This design comes from an exercise in tuning for small area on the open sky130 flow, not from production work. The RTL was checked by simulation tests, not by an equivalence proof against the original design. Power and IR drop assume default switching activity.

==> flow/design.v <==
module fifo
  #(  
     parameter int SIZE = 1000,
     parameter int T_SIZE = 3,
     parameter int LOG_SIZE = $clog2(SIZE)
     )
   (  
     input logic p2f_irdy,
     input logic [T_SIZE-1:0] data_in,
     output logic f2p_trdy,
     output logic f2c_irdy,
     output logic [T_SIZE-1:0] data_out,
     input logic c2f_trdy,
     input logic clk,
     input logic rst
     );
   localparam int NPOS = 1 << LOG_SIZE;
   logic [SIZE-1:0][T_SIZE-1:0] C;
   logic [T_SIZE-1:0]		L;
   logic			ph;
   logic			lv, lvn;
   logic [LOG_SIZE-1:0]		r;
   logic [LOG_SIZE:0]		cnt;
   logic			full, empty;
   logic			enq, deq;
   assign f2p_trdy = !full;
   assign f2c_irdy = !empty;
   assign enq = p2f_irdy && !full;
   assign deq = c2f_trdy && !empty;
   localparam int LO = 5;
   localparam int NLO = 1 << LO;
   localparam int NHI = NPOS / NLO;
   logic [NPOS-1:0][T_SIZE-1:0] M;
   always_comb begin
      M = '1;
      M[SIZE-1:0] = C;
      M[NPOS-1] = L;
   end
   logic [NLO-1:0]		lo_n;
   logic [NHI-1:0][T_SIZE-1:0] G;
   always_comb begin
      for (int j = 0; j < NHI; j++) begin
	 G[j] = '1;
	 for (int k = 0; k < NLO; k++)
	   G[j] = G[j] & (M[j*NLO+k] | {T_SIZE{lo_n[k]}});
      end
   end
   assign data_out = G[r[LOG_SIZE-1:LO]] ^ {T_SIZE{ph}};
   logic [LOG_SIZE:0]		cnt_n;
   logic [LOG_SIZE-1:0]		r_n;
   assign cnt_n = cnt + enq - deq;
   assign r_n = cnt - 1 - deq;
   always_ff @(posedge clk) begin
      ph <= !ph;
      L <= data_in ^ {T_SIZE{!ph}};
      C <= ~(({C[SIZE-2:0], L} | {SIZE*T_SIZE{lvn}}) & (C | {SIZE*T_SIZE{lv}}));
      if (rst) begin
	 lv <= 1'b0;
	 lvn <= 1'b1;
	 cnt <= 0;
	 r <= '1;
	 lo_n <= ~(NLO'(1) << (NLO-1));
	 full <= 1'b0;
	 empty <= 1'b1;
      end
      else begin
	 lv <= enq;
	 lvn <= !enq;
	 cnt <= cnt_n;
	 r <= r_n;
	 lo_n <= ~(NLO'(1) << r_n[LO-1:0]);
	 full <= (cnt_n == SIZE);
	 empty <= (cnt_n == 0);
      end
   end
endmodule  
==> flow/config.mk <==
export PLATFORM = sky130hd
export DESIGN_NAME = fifo
export DESIGN_NICKNAME = fifo
export VERILOG_FILES = /design/flow/design.v
export SDC_FILE = /design/flow/constraint.sdc
export NUM_CORES = 4
export LEC_CHECK = 0
export CAP_MARGIN = 20
export CORE_MARGIN = 2
export CORE_UTILIZATION = 45
export CTS_BUF_LIST = sky130_fd_sc_hd__clkbuf_8
export CTS_CLUSTER_DIAMETER = 50
export CTS_CLUSTER_SIZE = 16
export SLEW_MARGIN = 20
==> flow/constraint.sdc <==
create_clock -name core_clock -period 10.0 [get_ports {clk}]
set_input_delay 2.0000 -clock core_clock [delete_from_list [all_inputs] [get_ports {clk}]]
set_output_delay 2.0000 -clock core_clock [all_outputs]
set_load 0.01 [all_outputs]
run.sh (not shown) runs the stock make flow with config.mk's settings and CLKGATE_MAP_FILE= SYNTH_SCRIPT=/design/flow/synth_recipe.tcl, a recipe that flattens the netlist after the stock synthesis.
Then changed:
- CAP_MARGIN: 20 -> 10
- CORE_UTILIZATION: 45 -> 60
- CTS_CLUSTER_DIAMETER: 50 -> 60
- CTS_CLUSTER_SIZE: 16 -> 18
- SLEW_MARGIN: 20 -> 10
Cell area went down by 2.8%.
Fmax stays flat.
Worst hold slack improves by 22 ps.
Routed wire length went down by 3.2%.
Worst setup slack is about the same.
First-iteration DRC count went up by 0.75%.
Sequential cell count does not change.
Power went down by 6.1%.
Non-clock buffer count went down by 1.
Via count went down by 1.4%.
Core utilization went up by 14 points.

* * *

Setup of red:
RTL: the design.v shown in full above, as it stands there.
clock: 10.0 ns
lec_check: 0
cap_margin: 20
core_margin: 2
core_utilization: 60
slew_margin: 20
cts_args: -sink_clustering_enable -repair_clock_nets -sink_clustering_size 18 -sink_clustering_max_diameter 60 -buf_list sky130_fd_sc_hd__clkbuf_8 -dont_use_dummy_load
standard.sh (not shown) runs the stock make flow with config.mk's settings and CLKGATE_MAP_FILE= SYNTH_SCRIPT=/design/flow/synth_recipe.tcl, a recipe that flattens the netlist after the stock synthesis.
==> flow/flow/run.sh <==
#!/bin/bash
# The standard layout, except that clock tree synthesis builds the tree from
# clkbuf_8 buffers, each driving a cluster of at most 18 flip-flops within
# 60 um, and inserts no dummy loads.
set -euo pipefail
cd "$(dirname "$0")/.."
cat >> config.mk <<'EOF'
export CTS_ARGS = -sink_clustering_enable -repair_clock_nets -sink_clustering_size 18 -sink_clustering_max_diameter 60 -buf_list sky130_fd_sc_hd__clkbuf_8 -dont_use_dummy_load
EOF
bash standard.sh finish > standard_flow.log 2>&1
red finished every step from synthesis to the final layout, and the layout passed the timing, DRC and antenna checks.
## Diff of input files: green against red
- swapping 60 for 45 in CORE_UTILIZATION
- clearing CTS_ARGS, which used to be -sink_clustering_enable -repair_clock_nets -sink_clustering_size 18 -sink_clustering_max_diameter 60 -buf_list sky130_fd_sc_hd__clkbuf_8 -dont_use_dummy_load
==> flow/run.sh (new file) <==
#!/bin/bash
# synth_recipe.tcl (not shown) runs the flow's synth.tcl, then flattens the netlist and writes it again
# the make line also repeats each setting of config.mk as NAME=value (left out here)
make -C /OpenROAD-flow-scripts/flow DESIGN_CONFIG=/design/flow/config.mk WORK_HOME=/design/flow/orfs CLKGATE_MAP_FILE= SYNTH_SCRIPT=/design/flow/synth_recipe.tcl finish
removed: flow/flow/run.sh
removed: flow/standard.sh
## What came out
- red -> green: first-iteration DRC count increased slightly
- Area growth from synthesis to final layout: lower on red
- Floorplan die area on green is up relative to red.
- green vs red — final cell count rose 1043.
- Row count (green over red): increase, about 15%
- Cmp red and green / sequential share of cell area / higher: red
- Going from red to green, insertion delay of the later-clocked pin in the worst-skew pair moved down, final area moved up, switching fraction of total power moved down.
- Compared with red, green improves worst setup slack.

[separate check: timing with driven ports]
The results above use ideal ports. As a check the final layouts listed here were re-extracted and re-timed, cells and wires unchanged.
Step 1: set_driving_cell puts a clkbuf_16 on clk and a buf_2 on each other input, an assumption about the parent block.
Step 2 adds t to the input delays and takes it off the output delays; t is the mean of the earliest and latest rising clock arrival at the registers after step 1. Input paths then give back, and output paths get back, about the clock's delay inside the block.
Slacks: ideal / step 1 / step 2; pairs: ideal / step 1.
run	shift t [ns]	setup slack, ns	hold WS [ns]	worst setup path at the end	pins driven straight from the clock port
the first run of note 1	1.148	1.853 / 1.767 / 2.916	0.422 / 0.422 / 0.422	register to output	1
the second run of note 1	1.082	1.852 / 1.771 / 2.852	0.444 / 0.444 / 0.444	register to output	1
red	1.050	1.860 / 1.778 / 2.829	0.432 / 0.432 / 0.432	register to output	1
green	1.013	2.059 / 1.965 / 2.978	0.423 / 0.423 / 0.423	register to output	1
After both steps setup and hold are still met in every run listed.
